Context: an optimization exercise on an open-source flow, tuned for small area and a short achievable clock period. The choices shown serve that exercise and are no tape-out recipe.
Power is estimated from default activity; no workload was simulated.

== juniper ==
// cpu_core
module cpu_core (
    input         clk,
    input         rst,
    output [7:0]  imem_addr,
    input  [31:0] imem_data,
    output [7:0]  rf_raddr1,
    output [7:0]  rf_raddr2,
    input  [15:0] rf_rdata1,
    input  [15:0] rf_rdata2,
    output        rf_we,
    output [7:0]  rf_waddr,
    output [15:0] rf_wdata,
    output [7:0]  dmem_addr,
    input  [15:0] dmem_rdata,
    output        dmem_we,
    output [15:0] dmem_wdata
);
Size: ~1500 cells after synthesis, about 210 flip-flops, ~160 I/O pins, roughly 12000 sq um of cells after synthesis.
export LEC_CHECK = 0
export ABC_AREA = 1
export CAP_MARGIN = 20
export CORE_MARGIN = 2
export CORE_UTILIZATION = 40
export SETUP_SLACK_MARGIN = 5
export SLEW_MARGIN = 20
export SYNTH_MEMORY_MAX_BITS = 16384
create_clock -name core_clock -period 11.0 [get_ports {clk}]
standard.sh (not shown) runs the stock make flow with config.mk's settings and CLKGATE_MAP_FILE= SYNTH_SCRIPT=/design/flow/synth_recipe.tcl, a recipe that flattens the netlist after the stock synthesis.
==> flow/flow/run.sh <==
#!/bin/bash
set -euo pipefail
export BUFFER_PORTS_ARGS="-buffer_cell sky130_fd_sc_hd__buf_1"
bash standard.sh > standard_flow.log 2>&1
diff inputs: juniper => cedar
--- a/flow/design.v
+++ b/flow/design.v
@@ -77,40 +77,39 @@
     assign rf_raddr1 = ci[23:16];
     assign rf_raddr2 = ci[15:8];
     assign rf_waddr  = ci[7:0];
     assign rf_we     = m_rfop;
     assign dmem_we   = mb1;
     assign dmem_addr = mar;
     assign dmem_wdata = mbr;
     wire [15:0] op1 = m_op1mbr ? mbr : rf_rdata1;
     wire [15:0] op2 = m_op2mbr ? mbr : m_op2imm ? {8'b0, ci[15:8]} : rf_rdata2;
-    wire [15:0] nop2 = ~op2;
-    wire [15:0] c_add = carry16(op1, op2, 1'b0);
-    wire [15:0] c_sub = carry16(op1, nop2, 1'b1);
     wire s_pass = (mf == 3'd0);
     wire s_add  = (mf == 3'd1);
     wire s_sub  = (mf == 3'd2);
     wire s_xor  = (mf == 3'd3);
     wire s_and  = (mf == 3'd4);
     wire s_or   = (mf == 3'd5);
+    wire [15:0] op2x = op2 ^ {16{s_sub}};
+    wire [15:0] c_as = carry16(op1, op2x, s_sub);
     wire [15:0] t  = op1 | op2;
     wire [15:0] g  = op1 & op2;
     wire s_x0 = s_add | s_sub | s_xor;
+    wire s_as = s_add | s_sub;
     wire [15:0] res;
     assign res[0] = (op1[0] & s_pass) | ((t[0] & s_x0) & ~g[0]) |
                     (g[0] & s_and) | (t[0] & s_or);
     assign res[15:1] = (op1[15:1] & {15{s_pass}}) |
-                       (((op1[15:1] ^ c_add[15:1]) & {15{s_add}}) ^ (op2[15:1] & {15{s_add}})) |
-                       (((op1[15:1] ^ c_sub[15:1]) & {15{s_sub}}) ^ (nop2[15:1] & {15{s_sub}})) |
+                       (((op1[15:1] ^ c_as[15:1]) & {15{s_as}}) ^ (op2x[15:1] & {15{s_as}})) |
                        ((t[15:1] & {15{s_xor}}) & ~g[15:1]) |
                        (g[15:1] & {15{s_and}}) | (t[15:1] & {15{s_or}});
     assign rf_wdata = res;
-    wire eq       = (rf_rdata1 == rf_rdata2);
+    wire eq       = ~|((t & {16{m_beq}}) & ~g);    
     wire br_alu   = ci_cond;
     wire flush    = br_alu & (m_beq ? (eq ^ ci_pred) : ci_pred);
     wire taken    = m_beq & eq;
     wire q_none  = ir_bubble | (ir_q == 3'd0) | (ir_q == 3'd7);
     wire q_reg   = ~ir_bubble & (ir_q == 3'd1);
     wire q_imm   = ~ir_bubble & (ir_q == 3'd2);
     wire q_mema  = ~ir_bubble & (ir_q == 3'd3);
     wire q_memb  = ~ir_bubble & (ir_q == 3'd4);
     wire q_store = ~ir_bubble & (ir_q == 3'd5);
### Flow results
For cedar, the end point of the critical path was rf_wdata[8], unlike juniper, where it was rf_wdata[14].
cedar vs juniper, number of buffers inserted by post-CTS setup repair went up by 7.
Changes observed in cedar relative to juniper: post-placement cell count shrank by 189, final-layout clock buffer total dropped 4, slew at the pin closest to its max-slew limit fell by 0.031 ns, minimum clock period after layout higher, via count moved down.
Function was not checked in any run of this note: the RTL went through the layout flow alone.

The RTL this note starts from:
==> flow/design.v <==
module cpu_core (
    input         clk,
    input         rst,
    output [7:0]  imem_addr,
    input  [31:0] imem_data,
    output [7:0]  rf_raddr1,
    output [7:0]  rf_raddr2,
    input  [15:0] rf_rdata1,
    input  [15:0] rf_rdata2,
    output        rf_we,
    output [7:0]  rf_waddr,
    output [15:0] rf_wdata,
    output [7:0]  dmem_addr,
    input  [15:0] dmem_rdata,
    output        dmem_we,
    output [15:0] dmem_wdata
);
    reg  [7:0]  pc;
    reg         valid;           
    reg         ir_bubble;       
    reg  [23:0] ir;              
    reg  [2:0]  ir_q;            
    reg  [2:0]  ir_f;            
    reg  [7:0]  pc_d;            
    reg         pred_d;          
    reg  [7:0]  btb;             
    reg  [4:0]  bp_tag [0:7];
    reg  [7:0]  bp_taken;
    reg         ir_alive;        
    reg         ci_alive;        
    reg  [1:0]  ph;              
    reg         s_b;             
    reg  [2:0]  s_f;             
    reg  [23:0] ci;              
    reg         ci_cond;         
    reg  [7:0]  ci_nt;
    reg  [7:0]  ci_pc;
    reg         ci_pred;
    reg  [3:0]  mq;
    reg  [2:0]  mf;
    reg         mb1, mb3;
    reg  [23:0] ip;              
    reg  [7:0]  mar;
    reg  [15:0] mbr;
    function [15:0] carry16(input [15:0] a, input [15:0] b, input cin);
        reg [15:0] g, t, gg, tt;
        integer i, l, j;
        begin
            g = a & b;
            t = a | b;
            for (l = 0; l < 4; l = l + 1) begin
                gg = g; tt = t;
                for (i = 0; i < 16; i = i + 1) begin
                    if (((i >> l) & 1) == 1) begin
                        j = ((i >> l) << l) - 1;
                        gg[i] = g[i] | (t[i] & g[j]);
                        tt[i] = t[i] & t[j];
                    end
                end
                g = gg; t = tt;
            end
            carry16 = {g[14:0] | (t[14:0] & {15{cin}}), cin};
        end
    endfunction
    wire m_rfop   = mq[3];
    wire m_pipe   = mq[3] & mq[1];
    wire m_op1mbr = m_pipe & ~mq[0];
    wire m_op2mbr = m_pipe & mq[0];
    wire m_op2imm = mq[3] & ~mq[1] & mq[0];
    wire m_beq    = (mq == 4'b0001);
    wire m_mar    = ~mq[3] & mq[2];
    wire m_marA   = m_mar & ~mq[1] & ~mq[0];
    wire m_latch  = m_mar & ~mq[1];
    wire m_st     = m_mar & mq[1];
    wire m_sti    = m_st & mq[0];
    assign imem_addr = pc;
    assign rf_raddr1 = ci[23:16];
    assign rf_raddr2 = ci[15:8];
    assign rf_waddr  = ci[7:0];
    assign rf_we     = m_rfop;
    assign dmem_we   = mb1;
    assign dmem_addr = mar;
    assign dmem_wdata = mbr;
    wire [15:0] op1 = (mbr & {16{m_op1mbr}}) | (rf_rdata1 & {16{~m_op1mbr}});
    wire s_pass = (mf == 3'd0);
    wire s_add  = (mf == 3'd1);
    wire s_sub  = (mf == 3'd2);
    wire s_xor  = (mf == 3'd3);
    wire s_and  = (mf == 3'd4);
    wire s_or   = (mf == 3'd5);
    wire        rf2_pos = ~m_op2mbr & ~m_op2imm & ~s_sub;
    wire        rf2_neg = ~m_op2mbr & ~m_op2imm & s_sub;
    wire [15:0] op2e = (m_op2mbr ? mbr : {8'b0, ci[15:8]}) ^ {16{s_sub}};
    wire [15:0] op2x = (rf_rdata2 & {16{rf2_pos}}) | (~rf_rdata2 & {16{rf2_neg}}) |
                       (op2e & {16{m_op2mbr | m_op2imm}});
    wire [15:0] c_as = carry16(op1, op2x, s_sub);
    wire [15:0] t  = op1 | op2x;      
    wire [15:0] g  = op1 & op2x;
    wire s_as = s_add | s_sub;
    wire [15:0] lf  = (op1 & {16{s_pass}}) | ((t & {16{s_xor}}) & ~g) |
                      (g & {16{s_and}}) | (t & {16{s_or}});
    wire [15:0] r_c1 = (~t & {16{s_as}}) | (g & {16{s_as}}) | lf;
    wire [15:0] r_c0 = ((t & {16{s_as}}) & ~g) | lf;
    wire [15:0] res  = (c_as & r_c1) | (~c_as & r_c0);
    assign rf_wdata = res;
    wire eq       = ~|((t & {16{m_beq}}) & ~g);    
    wire br_alu   = ci_cond;
    wire flush    = br_alu & (m_beq ? (eq ^ ci_pred) : ci_pred);
    wire taken    = m_beq & eq;
    wire q_none  = ir_bubble | (ir_q == 3'd0) | (ir_q == 3'd7);
    wire q_reg   = ~ir_bubble & (ir_q == 3'd1);
    wire q_imm   = ~ir_bubble & (ir_q == 3'd2);
    wire q_mema  = ~ir_bubble & (ir_q == 3'd3);
    wire q_memb  = ~ir_bubble & (ir_q == 3'd4);
    wire q_store = ~ir_bubble & (ir_q == 3'd5);
    wire q_beq   = ~ir_bubble & (ir_q == 3'd6);
    wire q_multi = q_mema | q_memb | q_store;
    wire ph_idle = (ph == 2'd0);
    wire ph_s2   = ph[0];                     
    wire dep     = (ph == 2'd3 && !mq[0]) ? 1'b0 :
                   ((ir[23:16] == ci[7:0]) | (ir[15:8] == ci[7:0]));
    wire spec_ok = ~dep & (flush | ~q_multi);
    wire exec_ready = ph_idle | (ph_s2 & spec_ok);
    wire adv     = valid & exec_ready;
    wire cu_clr  = flush | ~valid;
    wire [3:0] mq_single = q_reg ? 4'b1000 : q_imm ? 4'b1001 : q_beq ? 4'b0001 : 4'b0000;
    always @(posedge clk) begin
        if (cu_clr) begin
            ph  <= 2'd0;
            mq  <= 4'b0000;
            mb1 <= 1'b0;
            mb3 <= 1'b0;
        end else begin
            case (ph)
                2'd0: begin
                    ph  <= q_mema | q_memb ? 2'd1 : q_store ? 2'd3 : 2'd0;
                    mq  <= q_mema ? 4'b0100 : q_memb ? 4'b0101 :
                           q_store ? {3'b011, ir_f[0]} : mq_single;
                    mb1 <= 1'b0;
                    mb3 <= 1'b0;
                end
                2'd1: begin
                    ph  <= 2'd2;
                    mq  <= spec_ok ? mq_single : 4'b0000;
                    mb1 <= 1'b0;
                    mb3 <= 1'b1;
                end
                2'd2: begin
                    ph  <= 2'd0;
                    mq  <= {3'b101, s_b};
                    mb1 <= 1'b0;
                    mb3 <= 1'b0;
                end
                default: begin
                    ph  <= 2'd0;
                    mq  <= spec_ok ? mq_single : 4'b0000;
                    mb1 <= 1'b1;
                    mb3 <= 1'b0;
                end
            endcase
        end
        s_b <= mq[0];
        s_f <= mf;
        mf <= (ph == 2'd2) ? s_f : ir_f;
        if (cu_clr) begin
            ci      <= 24'b0;
            ci_cond <= 1'b0;
        end else if (ph == 2'd2) begin
            ci      <= ip;
            ci_cond <= 1'b0;
        end else if (ir_bubble) begin
            ci      <= 24'b0;
            ci_cond <= 1'b0;
        end else begin
            ci      <= ir;
            ci_cond <= ir_q[2] & ir_q[1];
        end
        ci_nt   <= btb;
        ci_pc   <= pc_d;
        ci_pred <= pred_d;
        ip  <= ci;
        mbr <= m_st ? (m_sti ? {8'b0, ci[23:16]} : rf_rdata1) : dmem_rdata;
    end
    always @(posedge clk or posedge rst) begin
        if (rst)
            mar <= 8'b0;
        else if (m_mar)
            mar <= m_marA ? ci[23:16] : ci[15:8];
    end
    wire [7:0] op       = imem_data[31:24];
    wire       i_cond   = (op[7:4] == 4'h6);
    wire       i_uncond = (op[7:4] == 4'h4);
    wire       f_nz     = (op[2:0] != 3'd0);
    wire [2:0] i_q =
        (op[7:3] == 5'b00000 && f_nz) ? 3'd1 :
        (op[7:3] == 5'b00100 && f_nz) ? 3'd2 :
        ((op[7:3] == 5'b00010 && f_nz) || op == 8'h80) ? 3'd3 :
        (op[7:3] == 5'b00001 && f_nz) ? 3'd4 :
        (op == 8'h81 || op == 8'h91) ? 3'd5 :
        (op == 8'h60) ? 3'd6 :
        i_cond ? 3'd7 : 3'd0;
    wire [2:0] i_f = (op == 8'h81 || op == 8'h91) ? {2'b0, op[4]} : op[2:0];
    wire [2:0] idx   = pc[2:0];
    wire       hit   = (bp_tag[idx] == pc[7:3]);
    wire       pred  = i_cond & hit & bp_taken[idx];
    wire [7:0] pc_next = i_uncond ? imem_data[23:16] :
                         pred ? imem_data[7:0] : {pc[7:1] + 7'd1, pc[0]};
    always @(posedge clk or posedge rst) begin
        if (rst) begin
            pc        <= 8'b0;
            valid     <= 1'b0;
            ir_bubble <= 1'b1;
        end else begin
            valid <= 1'b1;
            if (adv) begin
                ir_bubble <= flush;
                pc <= flush ? ci_nt : pc_next;
            end
        end
    end
    always @(posedge clk) begin
        if (i_cond)
            btb <= imem_data[7:0];
        if (adv) begin
            ir     <= imem_data[23:0];
            ir_q   <= i_q;
            ir_f   <= i_f;
            pc_d   <= pc;
            pred_d <= pred;
        end
    end
    wire       claim   = i_cond & ~hit;
    wire       alive_d = (claim && pc[2:0] == pc_d[2:0]) ? (pc[7:3] == pc_d[7:3]) : ir_alive;
    wire       upd_alu = br_alu & ci_alive;
    always @(posedge clk) begin
        ci_alive <= alive_d;
        ir_alive <= adv ? (i_cond | hit) : alive_d;
    end
    integer k;
    always @(posedge clk) begin
        if (claim)
            bp_tag[idx] <= pc[7:3];
    end
    always @(posedge clk or posedge rst) begin
        if (rst)
            bp_taken <= 8'b0;
        else begin
            for (k = 0; k < 8; k = k + 1) begin
                if (upd_alu && ci_pc[2:0] == k)
                    bp_taken[k] <= taken;
                else if (claim && idx == k)
                    bp_taken[k] <= 1'b0;
            end
        end
    end
endmodule
Settings: LEC_CHECK=0, ABC_AREA=1, CAP_MARGIN=20, CORE_MARGIN=2, CORE_UTILIZATION=60, CTS_BUF_LIST=sky130_fd_sc_hd__clkbuf_8 sky130_fd_sc_hd__clkbuf_4, CTS_CLUSTER_SIZE=40, SETUP_SLACK_MARGIN=5, SLEW_MARGIN=20, SYNTH_MEMORY_MAX_BITS=16384; clock period 11.0 ns.
Scripts as last shown in full above: flow/flow/run.sh
Next try:
--- a/flow/design.v
+++ b/flow/design.v
@@ -81,27 +81,27 @@
     assign dmem_we   = mb1;
     assign dmem_addr = mar;
     assign dmem_wdata = mbr;
-    wire [15:0] op1 = (mbr & {16{m_op1mbr}}) | (rf_rdata1 & {16{~m_op1mbr}});
+    wire [15:0] op1 = m_op1mbr ? mbr : rf_rdata1;
+    wire [15:0] op2 = m_op2mbr ? mbr : m_op2imm ? {8'b0, ci[15:8]} : rf_rdata2;
     wire s_pass = (mf == 3'd0);
     wire s_add  = (mf == 3'd1);
     wire s_sub  = (mf == 3'd2);
     wire s_xor  = (mf == 3'd3);
     wire s_and  = (mf == 3'd4);
     wire s_or   = (mf == 3'd5);
-    wire        rf2_pos = ~m_op2mbr & ~m_op2imm & ~s_sub;
-    wire        rf2_neg = ~m_op2mbr & ~m_op2imm & s_sub;
-    wire [15:0] op2e = (m_op2mbr ? mbr : {8'b0, ci[15:8]}) ^ {16{s_sub}};
-    wire [15:0] op2x = (rf_rdata2 & {16{rf2_pos}}) | (~rf_rdata2 & {16{rf2_neg}}) |
-                       (op2e & {16{m_op2mbr | m_op2imm}});
+    wire [15:0] op2x = op2 ^ {16{s_sub}};
     wire [15:0] c_as = carry16(op1, op2x, s_sub);
-    wire [15:0] t  = op1 | op2x;      
-    wire [15:0] g  = op1 & op2x;
+    wire [15:0] t  = op1 | op2;
+    wire [15:0] g  = op1 & op2;
+    wire s_x0 = s_add | s_sub | s_xor;
     wire s_as = s_add | s_sub;
-    wire [15:0] lf  = (op1 & {16{s_pass}}) | ((t & {16{s_xor}}) & ~g) |
-                      (g & {16{s_and}}) | (t & {16{s_or}});
-    wire [15:0] r_c1 = (~t & {16{s_as}}) | (g & {16{s_as}}) | lf;
-    wire [15:0] r_c0 = ((t & {16{s_as}}) & ~g) | lf;
-    wire [15:0] res  = (c_as & r_c1) | (~c_as & r_c0);
+    wire [15:0] res;
+    assign res[0] = (op1[0] & s_pass) | ((t[0] & s_x0) & ~g[0]) |
+                    (g[0] & s_and) | (t[0] & s_or);
+    assign res[15:1] = (op1[15:1] & {15{s_pass}}) |
+                       (((op1[15:1] ^ c_as[15:1]) & {15{s_as}}) ^ (op2x[15:1] & {15{s_as}})) |
+                       ((t[15:1] & {15{s_xor}}) & ~g[15:1]) |
+                       (g[15:1] & {15{s_and}}) | (t[15:1] & {15{s_or}});
     assign rf_wdata = res;
     wire eq       = ~|((t & {16{m_beq}}) & ~g);    
     wire br_alu   = ci_cond;
Outcome:
- power climbs slightly
- routed wire length climbs slightly
- worst hold slack stays flat
- global-route usage grows by 0.22 points
- non-clock buffer count fell by 10
- via count rose by a few percent
- maximum frequency shrinks slightly
- clock-buffer cell count rose by 4
- worst setup slack gets worse by 26 ps
No run of this note included a check of the RTL's function; only the layout flow was run.

==> afterwards: timing with drivers on the ports <==
How much do the figures lean on ideal ports? The routed layouts below were timed once more, with nothing changed but the port constraints. Step 1 sets driving cells, clkbuf_16 on the clock port and buf_2 on the other inputs (assumed; they add their load-dependent delay and slew). Step 2, shift: input delay + t, output delay - t, t = (earliest + latest rising clock arrival at the registers) / 2. This alone moves slack from input paths to output paths. a / b / c = ideal ports / drivers / drivers and shift; a / b = the first two.
run	t, ns	setup slack, ns	worst data-port slew with drivers (ns)
juniper	0.563	5.007 / 4.976 / 4.976	0.08
cedar	0.544	4.897 / 4.873 / 4.873	0.05
the first run of note 2	0.549	4.896 / 4.871 / 4.871	0.07
the second run of note 2	0.570	4.870 / 4.850 / 4.850	0.04
After both steps every run listed still meets setup and hold. For juniper, which loses most, drivers alone change the setup slack by -0.031 ns; drivers and shift together by -0.031 ns.
